Background: an optimization exercise with open tools, aiming at small area. Do not read the settings as production practice. In this exercise RTL edits were held to simulation tests only and were not proved equivalent to the original. Power and IR drop assume default switching activity.

## run 1
// top_uart
module top_uart (
    input wire clk,
    input wire reset,
    input wire rx,  
    output wire tx,  
    output wire rx_done_tick,  
    output wire tx_done_tick,  
    output wire fifo_full,  
    output wire fifo_empty  
);
For scale: about 330 cells after synthesis, ~180 flip-flops, ~8 I/O pins.
Settings: LEC_CHECK=0, CAP_MARGIN=20, CORE_MARGIN=2, CORE_UTILIZATION=40, CTS_BUF_LIST=sky130_fd_sc_hd__clkbuf_8, CTS_CLUSTER_DIAMETER=200, CTS_CLUSTER_SIZE=40, SLEW_MARGIN=20; clock period 10.0 ns.
run.sh (not shown) runs the stock make flow with config.mk's settings and CLKGATE_MAP_FILE= SYNTH_SCRIPT=/design/flow/synth_recipe.tcl, a recipe that flattens the netlist after the stock synthesis.
Per the final summary, run 1 finished and its layout is clean on timing, DRC and antenna.
--- input diff run 1..run 2 ---
- CTS_CLUSTER_SIZE no longer set, was 40
- CTS_BUF_LIST no longer set, was sky130_fd_sc_hd__clkbuf_8
- CTS_CLUSTER_DIAMETER no longer set, was 200
==> flow/flow/run.sh (new file) <==
#!/bin/bash
# Standard ORFS layout, with smaller port buffers and a clock tree without dummy loads.
set -euo pipefail
bash standard.sh \
  "BUFFER_PORTS_ARGS=-buffer_cell sky130_fd_sc_hd__buf_1" \
  "CTS_ARGS=-sink_clustering_enable -repair_clock_nets -buf_list sky130_fd_sc_hd__clkbuf_8 -dont_use_dummy_load -sink_clustering_size 30 -sink_clustering_max_diameter 150 -sink_buffer_max_cap_derate 1.0" \
  finish > make_finish.log 2>&1
==> flow/standard.sh (new file) <==
#!/bin/bash
# synth_recipe.tcl (not shown) runs the flow's synth.tcl, then flattens the netlist and writes it again
# the make line also repeats each setting of config.mk as NAME=value (left out here)
make -C /OpenROAD-flow-scripts/flow DESIGN_CONFIG=/design/flow/config.mk WORK_HOME=/design/flow/orfs CLKGATE_MAP_FILE= SYNTH_SCRIPT=/design/flow/synth_recipe.tcl "${@:-finish}"
removed: flow/run.sh
==> comparison <==
- Against run 1, run 2 reports a via count that is lower.
- From run 1 to run 2 the numbers moved as follows: portion of total power attributed to the clock network decreased 9.2 points, final RePlAce weighted congestion saw a decrease, signed area change from the synthesized netlist to the final layout -5.1 points, worst hold slack across all endpoints fell by 12 ps.
- Compared with run 1, placement density in the core of run 2 is lower.
Here is what was changed in the inputs of run 3 compared with run 2.
- changing CORE_UTILIZATION from 40 to 65
==> flow/flow/run.sh <==
#!/bin/bash
# Standard ORFS layout, with smaller port buffers and a clock tree without dummy loads.
set -euo pipefail
bash standard.sh \
  "BUFFER_PORTS_ARGS=-buffer_cell sky130_fd_sc_hd__buf_1" \
  "CTS_ARGS=-sink_clustering_enable -repair_clock_nets -root_buf sky130_fd_sc_hd__clkbuf_8 -buf_list {sky130_fd_sc_hd__clkbuf_4 sky130_fd_sc_hd__clkbuf_8} -dont_use_dummy_load" \
  finish > make_finish.log 2>&1
Notes after the runs:
- Run 3 went all the way through synthesis, placement and routing and the layout is clean on timing, DRC and antenna.
- For run 2, the start point of the critical path was wp[2], unlike run 3, where it was rp[2].
- Diff run 2 -> run 3 | worst hold slack | decrease of 20 ps
- Critical path depth (higher): run 3
- Comparing run 2 and run 3, the lower placement row count was measured on run 3.
- Compared run 3 vs run 2, and post-layout minimum cycle time is up in run 3.
- On met2 capacity usage during global routing: run 3 sits above run 2.
- Re cell depth of the worst hold path: no difference whatsoever between run 2 and run 3.
- Delta (run 3 minus run 2): cell count -9.5%, number of tap cells added at floorplan went down by 33%.

========
Starting RTL as in the previous note.
make LEC_CHECK=0 CAP_MARGIN=20 CORE_MARGIN=2 CORE_UTILIZATION=40 SLEW_MARGIN=20 finish   # period 10.0 ns
Stock flow here: none of the scripts above is used.
The baseline went through all stages and came out clean.
Next try:
==> flow/flow/run.sh (new file) <==
#!/bin/bash
# Standard ORFS layout, with smaller port buffers and a clock tree without dummy loads.
set -euo pipefail
bash standard.sh \
  "BUFFER_PORTS_ARGS=-buffer_cell sky130_fd_sc_hd__buf_1" \
  "CTS_ARGS=-sink_clustering_enable -repair_clock_nets -buf_list sky130_fd_sc_hd__clkbuf_8 -dont_use_dummy_load" \
  finish > make_finish.log 2>&1
==> flow/standard.sh (new file) <==
#!/bin/bash
# synth_recipe.tcl (not shown) runs the flow's synth.tcl, then flattens the netlist and writes it again
# the make line also repeats each setting of config.mk as NAME=value (left out here)
make -C /OpenROAD-flow-scripts/flow DESIGN_CONFIG=/design/flow/config.mk WORK_HOME=/design/flow/orfs CLKGATE_MAP_FILE= SYNTH_SCRIPT=/design/flow/synth_recipe.tcl "${@:-finish}"
removed: flow/run.sh
=> The changed run completed without violations. Via count fell by a few percent. Worst setup slack improved by 0.36 ns. Design area fell by a little under a tenth. Clock skew increases by 0.024 ns. Routed wire length drops slightly. Hold slack gets worse by 0.0085 ns. Die area stays the same. Global-route usage is about the same. Maximum frequency climbs by roughly a tenth.

-- afterwards: timing with drivers on the ports --
No port has a modelled driver above. Below, the same layouts with a new extraction and two added sets of constraints.
Step 1 sets driving cells, clkbuf_16 on the clock port and buf_2 on the other inputs (assumed; they add their load-dependent delay and slew).
Step 2 also shifts input and output timing later by t, the mid clock arrival at the registers, as if the neighbouring blocks saw the same clock.
Slacks: no drivers / after step 1 / after step 2; pairs: no drivers / after step 1.
| run | t, ns | setup WS [ns] | worst setup path at the end | worst register clock-pin slew, ns | worst data-port slew with drivers (ns) |
|---|---|---|---|---|---|
| run 1 | 0.466 | 5.634 / 5.604 / 6.070 | register to output | 0.09 / 0.09 | 0.03 |
| run 2 | 0.447 | 6.029 / 5.998 / 6.445 | register to output | 0.09 / 0.09 | 0.03 |
| run 3 | 0.445 | 6.009 / 5.980 / 6.425 | register to output | 0.10 / 0.10 | 0.03 |
| the first run of note 2 | 0.449 | 5.665 / 5.628 / 6.077 | register to output | 0.07 / 0.07 | 0.03 |
| the second run of note 2 | 0.447 | 6.029 / 5.998 / 6.445 | register to output | 0.09 / 0.09 | 0.03 |
After both steps every run listed still meets setup and hold.
